Background: an optimization exercise with open tools, aiming at small area. Do not read the settings as production practice.
In this exercise RTL edits were held to simulation tests only and were not proved equivalent to the original.
Power is estimated from default activity; no workload was simulated.

Setup of run 1:
## top_module
module top_module(
    input wire clk,
    input wire rst,
    input wire I2C_SDA_in,
    output wire I2C_SDA_out,
    output wire I2C_SDA_oe,
    input wire dht_in,
    output wire dht_out,
    output wire dht_oe,
    input wire [4:0] BTN,
    output wire I2C_SCL,
    output wire [17:0] LEDR,
    output wire [8:0] LEDG,
    output wire data_out
);
==> flow/config.mk <==
export PLATFORM = sky130hd
export DESIGN_NAME = top_module
export DESIGN_NICKNAME = top_module
export VERILOG_FILES = /design/flow/design.v
export SDC_FILE = /design/flow/constraint.sdc
export NUM_CORES = 4
export LEC_CHECK = 0
export CAP_MARGIN = 20
export CORE_MARGIN = 2
export CORE_UTILIZATION = 40
export CTS_BUF_LIST = sky130_fd_sc_hd__clkbuf_8
export SLEW_MARGIN = 20
==> flow/constraint.sdc <==
create_clock -name core_clock -period 10.0 [get_ports {clk}]
set_input_delay 2.0000 -clock core_clock [delete_from_list [all_inputs] [get_ports {clk}]]
set_output_delay 2.0000 -clock core_clock [all_outputs]
set_load 0.01 [all_outputs]
standard.sh (not shown) runs the stock make flow with config.mk's settings and CLKGATE_MAP_FILE= SYNTH_SCRIPT=/design/flow/synth_recipe.tcl, a recipe that flattens the netlist after the stock synthesis.
==> flow/flow/run.sh <==
#!/bin/bash
# Standard ORFS layout, with the combinational part of the standard synthesis
# re-mapped for area (registers untouched). Each tool logs to its own file here.
set -uo pipefail
W=$PWD
R=$W/orfs/results/$FLOW_PLATFORM/top_module/base
LIB=$FLOW_HOME/platforms/$FLOW_PLATFORM/lib/sky130_fd_sc_hd__tt_025C_1v80.lib

bash standard.sh synth > $W/standard_synth.log 2>&1 || exit 1

cp $R/1_2_yosys.v $W/netlist_standard.v
sed -e "s|@LIB@|$LIB|g" -e "s|@IN@|$W/netlist_standard.v|" -e "s|@TOP@|$FLOW_TOP|" \
    -e "s|@ABC@|$W/flow/abc.script|" -e "s|@OUT@|$W/netlist_remapped.v|g" flow/remap.ys > $W/remap_run.ys
if yosys -s $W/remap_run.ys > $W/yosys_remap.log 2>&1; then
  ffl() { grep -oE "sky130_fd_sc_hd__(df|edf|sdf|sedf|dl)[a-z]*_[0-9]+ +[^ ]+" "$1" | sort; }
  if [[ "$(ffl $W/netlist_standard.v)" == "$(ffl $W/netlist_remapped.v)" ]]; then
    cp $W/netlist_remapped.v $R/1_2_yosys.v
    touch $R/1_2_yosys.v
    echo "remapped netlist in use" > $W/remap_status.log
  else
    echo "register mismatch: standard netlist kept" > $W/remap_status.log
  fi
else
  echo "remap failed: standard netlist kept" > $W/remap_status.log
fi

bash standard.sh finish "BUFFER_PORTS_ARGS=-buffer_cell sky130_fd_sc_hd__buf_1" > $W/standard_finish.log 2>&1
==> flow/flow/abc.script <==
strash
&get -n
&deepsyn -T 180
&put
dch
amap
strash
dch
amap
topo
==> flow/flow/remap.ys <==
# Re-map the combinational logic of the standard synthesis netlist for area.
# Every flip-flop instance (name, cell type, connections) is kept as it is:
# sequential cells are read as black boxes, only combinational cells are
# flattened into gates and re-mapped by ABC.
read_liberty -ignore_miss_func @LIB@
blackbox sky130_fd_sc_hd__df* sky130_fd_sc_hd__edf* sky130_fd_sc_hd__sdf* sky130_fd_sc_hd__sedf* sky130_fd_sc_hd__dlr* sky130_fd_sc_hd__dlx* sky130_fd_sc_hd__lpflow_inputisolatch* sky130_fd_sc_hd__conb*
read_verilog @IN@
hierarchy -top @TOP@
flatten
techmap
opt -full
abc -liberty @LIB@ -dont_use *lpflow* -dont_use *probe* -script @ABC@
opt_clean -purge
hilomap -singleton -hicell sky130_fd_sc_hd__conb_1 HI -locell sky130_fd_sc_hd__conb_1 LO
insbuf -buf sky130_fd_sc_hd__buf_4 A X
splitnets
opt_clean -purge
tee -o @OUT@.stat stat -liberty @LIB@
write_verilog -noattr -nohex -nodec @OUT@
### run 1 -> run 2
# run 1
export LEC_CHECK = 0
export CAP_MARGIN = 20
export CORE_MARGIN = 2
export CORE_UTILIZATION = 40
export CTS_BUF_LIST = sky130_fd_sc_hd__clkbuf_8
export SLEW_MARGIN = 20
create_clock -name core_clock -period 10.0 [get_ports {clk}]
# run 2
export LEC_CHECK = 0
export CAP_MARGIN = 20
export CORE_MARGIN = 2
export CORE_UTILIZATION = 40
export CTS_BUF_LIST = sky130_fd_sc_hd__clkbuf_8
export CTS_CLUSTER_DIAMETER = 200
export CTS_CLUSTER_SIZE = 30
export SLEW_MARGIN = 20
create_clock -name core_clock -period 10.0 [get_ports {clk}]
diff --git a/flow/flow/run.sh b/flow/flow/run.sh
--- a/flow/flow/run.sh
+++ b/flow/flow/run.sh
@@ -2 +2 @@
-# Standard ORFS layout, with the combinational part of the standard synthesis
+# Standard ORFS layout (ports buffered with buf_1), with the combinational part of the standard synthesis
diff --git a/flow/flow/remap.ys b/flow/flow/remap.ys
--- a/flow/flow/remap.ys
+++ b/flow/flow/remap.ys
@@ -15 +15 @@
-insbuf -buf sky130_fd_sc_hd__buf_4 A X
+insbuf -buf sky130_fd_sc_hd__buf_1 A X
Results
- Comparing run 2 and run 1, register-to-register slack is lower on run 2.
- Of run 2 and run 1, the higher clock power share belongs to run 2.
- Diff run 1 -> run 2: cell count after placement about even; count of routing violations after the opening detailed-route iteration decreased 86; sequential cell fraction of total power fell 0.2 points; global-route usage shrank by 0.24 points; maximum cell stage delay along the critical path ~0 delta.
- The run with more routed wire is run 1, not run 2.
> inputs changed (run 2 -> run 3)
# run 2
export LEC_CHECK = 0
export CAP_MARGIN = 20
export CORE_MARGIN = 2
export CORE_UTILIZATION = 40
export CTS_BUF_LIST = sky130_fd_sc_hd__clkbuf_8
export CTS_CLUSTER_DIAMETER = 200
export CTS_CLUSTER_SIZE = 30
export SLEW_MARGIN = 20
create_clock -name core_clock -period 10.0 [get_ports {clk}]
# run 3
export LEC_CHECK = 0
export CAP_MARGIN = 20
export CORE_MARGIN = 2
export CORE_UTILIZATION = 40
export CTS_BUF_LIST = sky130_fd_sc_hd__clkbuf_8
export SLEW_MARGIN = 20
create_clock -name core_clock -period 10.0 [get_ports {clk}]
diff --git a/flow/flow/remap.ys b/flow/flow/remap.ys
--- a/flow/flow/remap.ys
+++ b/flow/flow/remap.ys
@@ -15 +15 @@
-insbuf -buf sky130_fd_sc_hd__buf_1 A X
+insbuf -buf sky130_fd_sc_hd__buf_4 A X
## What came out
- Any difference in clock latency at the later pin of the worst-skew pair between run 3 and run 2 is small enough to ignore.
- Run 2 → run 3: cell area after synthesis increased 1.0%, clock group share of total power decreased 0.3 points, achievable frequency essentially unchanged, share of the cycle needed by the critical path after routing essentially unchanged.
Changes in run 4 relative to run 3:
diff --git a/flow/flow/run.sh b/flow/flow/run.sh
--- a/flow/flow/run.sh
+++ b/flow/flow/run.sh
@@ -2 +2 @@
-# Standard ORFS layout (ports buffered with buf_1), with the combinational part of the standard synthesis
+# Standard ORFS layout, with the combinational part of the standard synthesis
@@ -27 +27 @@
-bash standard.sh finish "BUFFER_PORTS_ARGS=-buffer_cell sky130_fd_sc_hd__buf_1" > $W/standard_finish.log 2>&1
+bash standard.sh finish > $W/standard_finish.log 2>&1
==> results.txt <==
Cmp run 4 vs run 3: utilization of the core after routing higher in run 4
Higher clock period minus final worst setup slack goes to run 4 over run 3.
Compared with run 3, run 4 supports a lower clock frequency.
Total length of routed wires delta for run 4 relative to run 3: 430 um higher
Against run 3, run 4 reports a detailed-placement wirelength estimate that is higher.
[run 4] total non-filler cell area in the finished layout rose 210 um2 relative to run 3
Comparing run 3 and run 4, the lower multi-input combinational area share is on run 4.
met1 usage in global routing for run 4 is higher than for run 3.
What run 5 does differently from run 4 at the input level:
# run 4
export LEC_CHECK = 0
export CAP_MARGIN = 20
export CORE_MARGIN = 2
export CORE_UTILIZATION = 40
export CTS_BUF_LIST = sky130_fd_sc_hd__clkbuf_8
export SLEW_MARGIN = 20
create_clock -name core_clock -period 10.0 [get_ports {clk}]
# run 5
export LEC_CHECK = 0
export CAP_MARGIN = 20
export CORE_MARGIN = 2
export CORE_UTILIZATION = 40
export CTS_BUF_LIST = sky130_fd_sc_hd__clkbuf_4 sky130_fd_sc_hd__clkbuf_8
export SLEW_MARGIN = 20
create_clock -name core_clock -period 10.0 [get_ports {clk}]
[summary]
Run 5: all stages complete, timing, DRC and antenna checks passed
Compared to run 4, run 5 reaches a higher achievable clock.
The standby leakage power of run 5 was inferior to that of run 4.
Clock period minus worst slack in run 5 vs run 4: down 0.14 ns
Run 5 vs run 4 on critical path depth: run 5 is the lower one.

---

top_module, a different RTL version from the one above (not shown whole).
For scale: about 860 cells after synthesis, roughly 69 flip-flops.
Settings: LEC_CHECK=0, CAP_MARGIN=20, CORE_MARGIN=2, CORE_UTILIZATION=40, SLEW_MARGIN=20; clock period 10.0 ns.
run.sh (not shown) runs the stock make flow with config.mk's settings and CLKGATE_MAP_FILE= SYNTH_SCRIPT=/design/flow/synth_recipe.tcl, a recipe that flattens the netlist after the stock synthesis.
Stock flow here: none of the scripts above is used.
The baseline finished clean.
==> next run, changes <==
==> flow/flow/run.sh (new file) <==
#!/bin/bash
# Standard ORFS layout, with the combinational part of the standard synthesis
# re-mapped for area (registers untouched). Each tool logs to its own file here.
set -uo pipefail
W=$PWD
R=$W/orfs/results/$FLOW_PLATFORM/top_module/base
LIB=$FLOW_HOME/platforms/$FLOW_PLATFORM/lib/sky130_fd_sc_hd__tt_025C_1v80.lib

bash standard.sh synth > $W/standard_synth.log 2>&1 || exit 1

cp $R/1_2_yosys.v $W/netlist_standard.v
sed -e "s|@LIB@|$LIB|g" -e "s|@IN@|$W/netlist_standard.v|" -e "s|@TOP@|$FLOW_TOP|" \
    -e "s|@ABC@|$W/flow/abc.script|" -e "s|@OUT@|$W/netlist_remapped.v|g" flow/remap.ys > $W/remap_run.ys
if yosys -s $W/remap_run.ys > $W/yosys_remap.log 2>&1; then
  ffl() { grep -oE "sky130_fd_sc_hd__(df|edf|sdf|sedf|dl)[a-z]*_[0-9]+ +[^ ]+" "$1" | sort; }
  if [[ "$(ffl $W/netlist_standard.v)" == "$(ffl $W/netlist_remapped.v)" ]]; then
    cp $W/netlist_remapped.v $R/1_2_yosys.v
    touch $R/1_2_yosys.v
    echo "remapped netlist in use" > $W/remap_status.log
  else
    echo "register mismatch: standard netlist kept" > $W/remap_status.log
  fi
else
  echo "remap failed: standard netlist kept" > $W/remap_status.log
fi

bash standard.sh finish > $W/standard_finish.log 2>&1
==> flow/flow/abc.script (new file) <==
strash
&get -n
&deepsyn -T 60
&put
dch
amap
topo
==> flow/flow/remap.ys (new file) <==
# Re-map the combinational logic of the standard synthesis netlist for area.
# Every flip-flop instance (name, cell type, connections) is kept as it is:
# sequential cells are read as black boxes, only combinational cells are
# flattened into gates and re-mapped by ABC.
read_liberty -ignore_miss_func @LIB@
blackbox sky130_fd_sc_hd__df* sky130_fd_sc_hd__edf* sky130_fd_sc_hd__sdf* sky130_fd_sc_hd__sedf* sky130_fd_sc_hd__dlr* sky130_fd_sc_hd__dlx* sky130_fd_sc_hd__lpflow_inputisolatch* sky130_fd_sc_hd__conb*
read_verilog @IN@
hierarchy -top @TOP@
flatten
techmap
opt -full
abc -liberty @LIB@ -dont_use *lpflow* -dont_use *probe* -script @ABC@
opt_clean -purge
hilomap -singleton -hicell sky130_fd_sc_hd__conb_1 HI -locell sky130_fd_sc_hd__conb_1 LO
insbuf -buf sky130_fd_sc_hd__buf_4 A X
splitnets
opt_clean -purge
tee -o @OUT@.stat stat -liberty @LIB@
write_verilog -noattr -nohex -nodec @OUT@
==> flow/standard.sh (new file) <==
#!/bin/bash
# synth_recipe.tcl (not shown) runs the flow's synth.tcl, then flattens the netlist and writes it again
# the make line also repeats each setting of config.mk as NAME=value (left out here)
make -C /OpenROAD-flow-scripts/flow DESIGN_CONFIG=/design/flow/config.mk WORK_HOME=/design/flow/orfs CLKGATE_MAP_FILE= SYNTH_SCRIPT=/design/flow/synth_recipe.tcl "${@:-finish}"
removed: flow/run.sh
What happened:
- The new run completed with no timing, DRC or antenna violations
- routed wire length drops by about 24%
- design area drops by 24%
- area after synthesis drops by about 30%
- sequential cell count is unchanged
- register-to-register slack gets better by 750 ps
- power climbs by 7.3%

re-timing with driven ports:
How much do the figures lean on ideal ports? The routed layouts below were timed once more, with nothing changed but the port constraints.
Step 1 (the two cells are an assumption about what drives the block):
set clk [get_ports {clk}]
set_driving_cell -lib_cell sky130_fd_sc_hd__clkbuf_16 $clk
set_driving_cell -lib_cell sky130_fd_sc_hd__buf_2 [delete_from_list [all_inputs] $clk]
Step 2 moves the port delays by t, midway between the first and last clock arrival at a register: inputs arrive t later, outputs are due t later. That takes back most of the time a late clock gives input paths.
a / b / c = ideal ports / drivers / drivers and shift; a / b = the first two.
| run | shift t [ns] | setup WS [ns] | worst slew at a driven data input, ns | cell pins on the clock port's net |
|---|---|---|---|---|
| run 1 | 0.409 | 4.740 / 4.705 / 5.040 | 0.03 | 1 |
| run 2 | 0.405 | 4.734 / 4.700 / 5.105 | 0.03 | 1 |
| run 3 | 0.409 | 4.740 / 4.705 / 5.040 | 0.03 | 1 |
| run 4 | 0.400 | 4.477 / 4.440 / 4.801 | 0.03 | 1 |
| run 5 | 0.408 | 4.621 / 4.585 / 4.929 | 0.04 | 1 |
| the first run of note 2 | 0.398 | 4.858 / 4.810 / 5.125 | 0.04 | 1 |
| the second run of note 2 | 0.386 | 5.112 / 5.074 / 5.071 | 0.03 | 1 |
After both steps every run listed still meets setup and hold. For the second run of note 2, which loses most, drivers alone change the setup slack by -0.038 ns; drivers and shift together by -0.041 ns.
